Context: an optimization exercise on an open-source flow, tuned for small area. The choices shown serve that exercise and are no tape-out recipe. Function was checked by simulation only, so behaviour that the tests miss may differ from the original. Power and IR drop assume default switching activity.

## dataPath
module dataPath(
	input IRload,JMPmux, PCload, Meminst, MemWr, Aload, Reset, Clock, Sub,In,
	input [1:0] Asel,
	input [7:0] Input,
	output Aeq0, Apos,
	output [4:0] Address,
	output wire [2:0] IR,
	output [7:0] Output, RAM_Q);
	reg [7:0] ir, a, q;
	reg [4:0] pc;
	reg [7:0] mem [0:31];
	function [7:0] init_val(input integer w);
		case (w)
			0: init_val = 8'b10000000;  1: init_val = 8'b00111110;
			2: init_val = 8'b10000000;  3: init_val = 8'b00111111;
			4: init_val = 8'b00011110;  5: init_val = 8'b01111111;
			6: init_val = 8'b10110000;  7: init_val = 8'b11001100;
			8: init_val = 8'b00011111;  9: init_val = 8'b01111110;
			10: init_val = 8'b00111111; 11: init_val = 8'b11000100;
			12: init_val = 8'b00011110; 13: init_val = 8'b01111111;
			14: init_val = 8'b00111110; 15: init_val = 8'b11000100;
			16: init_val = 8'b00011110; 17: init_val = 8'b11111111;
			default: init_val = 8'b00000000;
		endcase
	endfunction
	assign Address = Meminst ? ir[4:0] : pc;
	assign IR = ir[7:5];
	assign Output = a;
	assign Aeq0 = (a == 8'd0);
	assign Apos = ~a[7];
	assign RAM_Q = q;
	wire [31:0] rsel, wen;
	wire hold;
	dec u_dec(.a(Address), .In(In), .MemWr(MemWr), .rsel(rsel), .hold(hold), .wen(wen));
	wire [7:0] d0 = {8{In}} & a;
	wire [7:0] d1 = {8{~In}} | a;
	genvar g, k;
	generate for (g = 0; g < 32; g = g + 1) begin : word
		for (k = 0; k < 8; k = k + 1) begin : b
			always @(posedge Clock)
				if (wen[g])
					mem[g][k] <= (g <= 17 || g >= 30) ? (init_val(g) >> k & 1 ? d1[k] : d0[k]) : a[k];
		end
	end endgenerate
	wire [7:0] q_next;
	generate for (g = 0; g < 8; g = g + 1) begin : rbit
		wire [32:0] d, s;
		for (k = 0; k < 32; k = k + 1) begin : t
			assign d[k] = mem[k][g];
		end
		assign d[32] = q[g];
		assign s = {hold, rsel};
  ...
==> flow/config.mk <==
export PLATFORM = sky130hd
export DESIGN_NAME = dataPath
export DESIGN_NICKNAME = dataPath
export VERILOG_FILES = /design/flow/design.v
export SDC_FILE = /design/flow/constraint.sdc
export NUM_CORES = 4
export LEC_CHECK = 0
export CAP_MARGIN = 0
export CORE_MARGIN = 2
export CORE_UTILIZATION = 60
export GPL_TIMING_DRIVEN = 0
export SETUP_SLACK_MARGIN = 0.1
export SLEW_MARGIN = 0
export SYNTH_HIERARCHICAL = 1
==> flow/constraint.sdc <==
create_clock -name core_clock -period 4.0 [get_ports {Clock}]
set_input_delay 0.8000 -clock core_clock [delete_from_list [all_inputs] [get_ports {Clock}]]
set_output_delay 0.8000 -clock core_clock [all_outputs]
set_load 0.01 [all_outputs]
standard.sh (not shown) runs the stock make flow with config.mk's settings and CLKGATE_MAP_FILE= SYNTH_SCRIPT=/design/flow/synth_recipe.tcl, a recipe that flattens the netlist after the stock synthesis.
==> flow/flow/run.sh <==
#!/bin/bash
# The standard layout, with two changes: the port buffers are buf_1 cells instead of the
# clkdlybuf4s50_1 that buffer_ports picks by default, and CTS adds no dummy loads.
set -euo pipefail
export BUFFER_PORTS_ARGS="-buffer_cell sky130_fd_sc_hd__buf_1"
export CTS_ARGS="-sink_clustering_enable -repair_clock_nets -buf_list sky130_fd_sc_hd__clkbuf_8 -sink_clustering_size 24 -sink_clustering_max_diameter 45 -dont_use_dummy_load"
bash standard.sh > standard.log 2>&1
The starting point produced a clean layout.
Change:
==> flow/flow/run.sh (replaced) <==
#!/bin/bash
# The standard layout, with two changes: the port buffers are buf_1 cells instead of the
# clkdlybuf4s50_1 that buffer_ports picks by default, and CTS adds no dummy loads.
set -euo pipefail
export BUFFER_PORTS_ARGS="-buffer_cell sky130_fd_sc_hd__buf_1"
export CTS_ARGS="-sink_clustering_enable -repair_clock_nets -buf_list sky130_fd_sc_hd__clkbuf_8 -sink_clustering_size 18 -sink_clustering_max_diameter 50 -dont_use_dummy_load"
bash standard.sh > standard.log 2>&1
--- a/flow/config.mk
+++ b/flow/config.mk
@@ -10,5 +10,5 @@
 export CORE_UTILIZATION = 60
 export GPL_TIMING_DRIVEN = 0
-export SETUP_SLACK_MARGIN = 0.1
+export SETUP_SLACK_MARGIN = 0.2
 export SLEW_MARGIN = 0
 export SYNTH_HIERARCHICAL = 1
Effect: The new run went through all stages and came out clean; utilization rose by 0.14 points; combinational power is about the same; die area does not change; total power fell by 1.1%.

---

dataPath, a different RTL version from the one above (not shown whole).
Size in the first run: roughly 580 cells after synthesis, ~46 I/O pins, about 11000 µm² of cells after synthesis.
export LEC_CHECK = 0
export CAP_MARGIN = 20
export CORE_MARGIN = 2
export CORE_UTILIZATION = 40
export SLEW_MARGIN = 20
export SYNTH_HIERARCHICAL = 1
create_clock -name core_clock -period 4.0 [get_ports {Clock}]
run.sh (not shown) runs the stock make flow with config.mk's settings and CLKGATE_MAP_FILE= SYNTH_SCRIPT=/design/flow/synth_recipe.tcl, a recipe that flattens the netlist after the stock synthesis.
Stock flow here: none of the scripts above is used.
Next try:
==> flow/flow/run.sh (new file) <==
#!/bin/bash
# The standard layout, with two changes: the port buffers are buf_1 cells instead of the
# clkdlybuf4s50_1 that buffer_ports picks by default, and CTS adds no dummy loads.
set -euo pipefail
export BUFFER_PORTS_ARGS="-buffer_cell sky130_fd_sc_hd__buf_1"
export CTS_ARGS="-sink_clustering_enable -repair_clock_nets -buf_list sky130_fd_sc_hd__clkbuf_8 -sink_clustering_size 18 -sink_clustering_max_diameter 50 -dont_use_dummy_load"
bash standard.sh > standard.log 2>&1
==> flow/standard.sh (new file) <==
#!/bin/bash
# synth_recipe.tcl (not shown) runs the flow's synth.tcl, then flattens the netlist and writes it again
# the make line also repeats each setting of config.mk as NAME=value (left out here)
make -C /OpenROAD-flow-scripts/flow DESIGN_CONFIG=/design/flow/config.mk WORK_HOME=/design/flow/orfs CLKGATE_MAP_FILE= SYNTH_SCRIPT=/design/flow/synth_recipe.tcl "${@:-finish}"
Settings changed: CAP_MARGIN 20 to 0, CORE_UTILIZATION 40 to 60, GPL_TIMING_DRIVEN set to 0, SETUP_SLACK_MARGIN set to 0.2, SLEW_MARGIN 20 to 0.
removed: flow/run.sh
After rerunning: The changed run produced a clean layout. Fmax went up by 3.4%. First-iteration DRC count goes up by 10%. Power drops by 19%. Combinational power went down by 32%. Synthesized cell count is unchanged. Non-clock buffer count went down by 70. Via count drops by 5.4%. Setup slack gains 120 ps. Design area went down by 12%. Hold slack gets worse by 130 ps.

---

Setup of wip/ember:
The RTL this note starts from:
==> flow/design.v <==
module dataPath(
	input IRload,JMPmux, PCload, Meminst, MemWr, Aload, Reset, Clock, Sub,In,
	input [1:0] Asel,
	input [7:0] Input,
	output Aeq0, Apos,
	output [4:0] Address,
	output wire [2:0] IR,
	output [7:0] Output, RAM_Q);
	reg [7:0] ir, a, q;
	reg [4:0] pc;
	reg [7:0] mem [0:31];
	function [7:0] init_val(input integer w);
		case (w)
			0: init_val = 8'b10000000;  1: init_val = 8'b00111110;
			2: init_val = 8'b10000000;  3: init_val = 8'b00111111;
			4: init_val = 8'b00011110;  5: init_val = 8'b01111111;
			6: init_val = 8'b10110000;  7: init_val = 8'b11001100;
			8: init_val = 8'b00011111;  9: init_val = 8'b01111110;
			10: init_val = 8'b00111111; 11: init_val = 8'b11000100;
			12: init_val = 8'b00011110; 13: init_val = 8'b01111111;
			14: init_val = 8'b00111110; 15: init_val = 8'b11000100;
			16: init_val = 8'b00011110; 17: init_val = 8'b11111111;
			default: init_val = 8'b00000000;
		endcase
	endfunction
	wire [4:0] addr_n;
	genvar g, k;
	generate for (g = 0; g < 5; g = g + 1) begin : am
		mux2i u_m(.a0(pc[g]), .a1(ir[g]), .s(Meminst), .y(addr_n[g]));
		inv u_i(.a(addr_n[g]), .y(Address[g]));
	end endgenerate
	assign IR = ir[7:5];
	assign Output = a;
	assign Aeq0 = (a == 8'd0);
	assign Apos = ~a[7];
	assign RAM_Q = q;
	wire [31:0] rsel, wen;
	wire hold;
	dec u_dec(.a(Address), .an(addr_n), .In(In), .MemWr(MemWr), .rsel(rsel), .hold(hold), .wen(wen));
	wire [7:0] d0 = {8{In}} & a;
	wire [7:0] d1 = {8{~In}} | a;
	generate for (g = 0; g < 32; g = g + 1) begin : word
		for (k = 0; k < 8; k = k + 1) begin : b
			always @(posedge Clock)
				if (wen[g])
					mem[g][k] <= (g <= 17 || g >= 30) ? (init_val(g) >> k & 1 ? d1[k] : d0[k]) : a[k];
		end
	end endgenerate
	wire [7:0] q_next;
	generate for (g = 0; g < 8; g = g + 1) begin : rbit
		wire [32:0] d, s;
		for (k = 0; k < 32; k = k + 1) begin : t
			assign d[k] = mem[k][g];
		end
		assign d[32] = q[g];
		assign s = {hold, rsel};
		wire [10:0] nt;
		for (k = 0; k < 11; k = k + 1) begin : a
			aoi222 u(.a1(s[3*k]), .b1(d[3*k]), .a2(s[3*k+1]), .b2(d[3*k+1]), .a3(s[3*k+2]), .b3(d[3*k+2]), .y(nt[k]));
		end
		nand11 n(.x(nt), .y(q_next[g]));
	end endgenerate
	always @(posedge Clock) q <= q_next;
	always @(posedge Clock, posedge Reset)
		if (Reset) ir <= 8'd0;
		else if (IRload) ir <= q;
	always @(posedge Clock, posedge Reset)
		if (Reset) pc <= 5'd0;
		else if (PCload) pc <= JMPmux ? ir[4:0] : pc + 5'd1;
	wire [7:0] a_next;
	alu u_alu(.a(a), .q(q), .in(Input), .Asel(Asel), .Sub(Sub), .Aload(Aload), .y(a_next));
	always @(posedge Clock, posedge Reset)
		if (Reset) a <= 8'd0;
		else a <= a_next;
endmodule
module dec(input [4:0] a, an, input In, MemWr, output [31:0] rsel, output hold, output [31:0] wen);
	wire [7:0] nhi;
	wire [3:0] nlo_r, nlo_w;
	predec u_pre(.a(a), .an(an), .In(In), .MemWr(MemWr), .nhi(nhi), .nlo_r(nlo_r), .nlo_w(nlo_w), .hold(hold));
	genvar w;
	generate for (w = 0; w < 32; w = w + 1) begin : d
		nor2 u_r(.a(nlo_r[w % 4]), .b(nhi[w / 4]), .y(rsel[w]));
		if (w <= 17 || w >= 30) begin : init
			o21ai u_w(.a1(nlo_w[w % 4]), .a2(nhi[w / 4]), .b1(In), .y(wen[w]));
		end else begin : plain
			nor2 u_w(.a(nlo_w[w % 4]), .b(nhi[w / 4]), .y(wen[w]));
		end
	end endgenerate
endmodule
module predec(input [4:0] a, an, input In, MemWr, output [7:0] nhi, output [3:0] nlo_r, nlo_w, output hold);
	wire mwn;
	genvar j;
	inv u_mw(.a(MemWr), .y(mwn));
	nand2 u_hold(.a(In), .b(mwn), .y(hold));
	generate for (j = 0; j < 8; j = j + 1) begin : h
		nand3 u(.a(j & 1 ? a[2] : an[2]), .b(j & 2 ? a[3] : an[3]), .c(j & 4 ? a[4] : an[4]), .y(nhi[j]));
	end
	for (j = 0; j < 4; j = j + 1) begin : l
		nand4 u_r(.a(In), .b(mwn), .c(j & 1 ? a[0] : an[0]), .d(j & 2 ? a[1] : an[1]), .y(nlo_r[j]));
		nand4 u_w(.a(In), .b(MemWr), .c(j & 1 ? a[0] : an[0]), .d(j & 2 ? a[1] : an[1]), .y(nlo_w[j]));
	end endgenerate
endmodule
module mux2i(input a0, a1, s, output y);
	assign y = ~(s ? a1 : a0);
endmodule
module inv(input a, output y);
	assign y = ~a;
endmodule
module nand2(input a, b, output y);
	assign y = ~(a & b);
endmodule
module nand3(input a, b, c, output y);
	assign y = ~(a & b & c);
endmodule
module nand4(input a, b, c, d, output y);
	assign y = ~(a & b & c & d);
endmodule
module nor2(input a, b, output y);
	assign y = ~(a | b);
endmodule
module o21ai(input a1, a2, b1, output y);
	assign y = ~((a1 | a2) & b1);
endmodule
module alu(input [7:0] a, q, in, input [1:0] Asel, input Sub, Aload, output [7:0] y);
	wire [7:0] sum;
	wire [7:0] c;
	addbit0 u0(.a(a[0]), .q(q[0]), .sub(Sub), .s(sum[0]), .co(c[1]));
	genvar i;
	generate for (i = 1; i < 8; i = i + 1) begin : b
		wire qx;
		xor2 u_x(.a(q[i]), .b(Sub), .y(qx));
		if (i < 7) begin : f
			fadd u_f(.a(a[i]), .b(qx), .ci(c[i]), .s(sum[i]), .co(c[i+1]));
		end else begin : l
			wire p;
			xor2 u_p(.a(a[i]), .b(qx), .y(p));
			xor2 u_s(.a(p), .b(c[i]), .y(sum[i]));
		end
	end endgenerate
	wire s1, s0;
	alusel u_sel(.Asel(Asel), .Aload(Aload), .s1(s1), .s0(s0));
	generate for (i = 0; i < 8; i = i + 1) begin : m
		mux4 u_m(.d0(a[i]), .d1(q[i]), .d2(in[i]), .d3(sum[i]), .s0(s0), .s1(s1), .y(y[i]));
	end endgenerate
endmodule
module alusel(input [1:0] Asel, input Aload, output s1, s0);
	assign s1 = Aload & ~Asel[1];
	assign s0 = Aload & (Asel[1] | ~Asel[0]);
endmodule
module addbit0(input a, q, sub, output s, co);
	assign s = a ^ q;
	assign co = sub ? (a | ~q) : (a & q);
endmodule
module xor2(input a, b, output y);
	assign y = a ^ b;
endmodule
module fadd(input a, b, ci, output s, co);
	assign {co, s} = a + b + ci;
endmodule
module mux4(input d0, d1, d2, d3, s0, s1, output y);
	assign y = s1 ? (s0 ? d3 : d2) : (s0 ? d1 : d0);
endmodule
module aoi222(input a1, b1, a2, b2, a3, b3, output y);
	assign y = ~((a1 & b1) | (a2 & b2) | (a3 & b3));
endmodule
module nand11(input [10:0] x, output y);
	assign y = ~&x;
endmodule
==> flow/config.mk <==
export PLATFORM = sky130hd
export DESIGN_NAME = dataPath
export DESIGN_NICKNAME = dataPath
export VERILOG_FILES = /design/flow/design.v
export SDC_FILE = /design/flow/constraint.sdc
export NUM_CORES = 4
export LEC_CHECK = 0
export CAP_MARGIN = 0
export CORE_MARGIN = 2
export CORE_UTILIZATION = 70
export GPL_TIMING_DRIVEN = 0
export SETUP_SLACK_MARGIN = 0.1
export SLEW_MARGIN = 0
export SYNTH_HIERARCHICAL = 1
==> flow/constraint.sdc <==
create_clock -name core_clock -period 4.0 [get_ports {Clock}]
set_input_delay 0.8000 -clock core_clock [delete_from_list [all_inputs] [get_ports {Clock}]]
set_output_delay 0.8000 -clock core_clock [all_outputs]
set_load 0.01 [all_outputs]
standard.sh (not shown) runs the stock make flow with config.mk's settings and CLKGATE_MAP_FILE= SYNTH_SCRIPT=/design/flow/synth_recipe.tcl, a recipe that flattens the netlist after the stock synthesis.
==> flow/flow/run.sh <==
#!/bin/bash
# The standard layout, with these changes: the port buffers are buf_1 cells instead of the
# clkdlybuf4s50_1 that buffer_ports picks by default, the buffers that abc left in the netlist
# are removed before placement, and CTS builds the tree from small clock buffers and adds no
# dummy loads.
set -euo pipefail
export REMOVE_ABC_BUFFERS=1
export BUFFER_PORTS_ARGS="-buffer_cell sky130_fd_sc_hd__buf_1"
export CTS_ARGS="-sink_clustering_enable -repair_clock_nets -buf_list sky130_fd_sc_hd__clkbuf_4 -sink_clustering_size 10 -sink_clustering_max_diameter 60 -dont_use_dummy_load"
bash standard.sh > standard.log 2>&1
wip/ember | stages: all done | timing, DRC, antenna: all pass
Modified inputs, wip/raven compared to wip/ember
Settings: changing CORE_UTILIZATION from 70 to 60.
-- flow/flow/run.sh --
<<< wip/ember, line 9
export CTS_ARGS="-sink_clustering_enable -repair_clock_nets -buf_list sky130_fd_sc_hd__clkbuf_4 -sink_clustering_size 10 -sink_clustering_max_diameter 60 -dont_use_dummy_load"
>>> wip/raven, line 9
export CTS_ARGS="-sink_clustering_enable -repair_clock_nets -buf_list sky130_fd_sc_hd__clkbuf_4 -sink_clustering_size 10 -sink_clustering_max_diameter 40 -dont_use_dummy_load"
Results
wip/raven finished every stage and its layout cleared the timing, DRC and antenna checks.
Full die area (lower): wip/ember
wip/raven — weighted congestion reported at the end of routability-driven placement 5.9% higher, wip/ember as reference
Between wip/raven and wip/ember, the via count does not differ in any meaningful way.
Setup changes, wip/raven to wip/quartz
Settings: CORE_UTILIZATION: 60 -> 70.
-- flow/flow/run.sh --
<<< wip/raven, line 9
export CTS_ARGS="-sink_clustering_enable -repair_clock_nets -buf_list sky130_fd_sc_hd__clkbuf_4 -sink_clustering_size 10 -sink_clustering_max_diameter 40 -dont_use_dummy_load"
>>> wip/quartz, line 9
export CTS_ARGS="-sink_clustering_enable -repair_clock_nets -buf_list sky130_fd_sc_hd__clkbuf_4 -sink_clustering_size 9 -sink_clustering_max_diameter 80 -dont_use_dummy_load"
[summary]
For wip/quartz and wip/raven, there was not a single run that failed to finish clean. Detailed route, wip/quartz vs wip/raven: via total higher for wip/quartz. Compared with wip/raven, wip/quartz is more frugal on power. The share of final layout cell area taken by clock buffers and inverters was comparable across wip/quartz and wip/raven. Reported for wip/quartz and wip/raven, post-synthesis instance area turned out identical to the last digit. From wip/raven to wip/quartz the numbers moved as follows: post-route cell area down about 0.6%, core utilization has increased. Non-clock buffer instance count of the final layout shrinks by a few percent when moving from wip/raven to wip/quartz. wip/raven has lower met1 demand-to-capacity share in global routing than wip/quartz. STATUS relative max-transition margin: wip/quartz wins against wip/raven. Relative to wip/raven, via density per instance has increased by about 6% in wip/quartz. Global-route wire length before repair in wip/quartz is about 0.54% above wip/raven.

## separate check: timing with driven ports
Ports are ideal in the flow. The routed layouts listed here were re-timed in OpenROAD.
Step 1 assumes that a clkbuf_16 drives the clock port and a buf_2 every other input.
Step 2 times the ports against the registers' clock, not the clock port: input delays grow and output delays shrink by t, the midpoint of the rising clock arrivals with the driver on.
Three values: ideal, step 1, step 2; two values: the first two.
run	t, ns	setup slack, ns	worst slew at a driven data input, ns
the first run of note 1	0.590	0.122 / 0.122 / -0.404	0.04
the second run of note 1	0.584	0.134 / 0.134 / -0.423	0.04
the first run of note 2	0.581	0.169 / 0.196 / -0.385	0.06
the second run of note 2	0.572	0.294 / 0.294 / -0.167	0.04
wip/ember	0.653	0.227 / 0.227 / -0.292	0.03
wip/raven	0.666	0.201 / 0.201 / -0.404	0.04
wip/quartz	0.650	0.248 / 0.248 / -0.303	0.03
With both steps, setup timing fails in every run listed, where it was met with ideal ports. For wip/raven, which loses most, drivers alone change the setup slack by 0.000 ns; drivers and shift together by -0.605 ns.
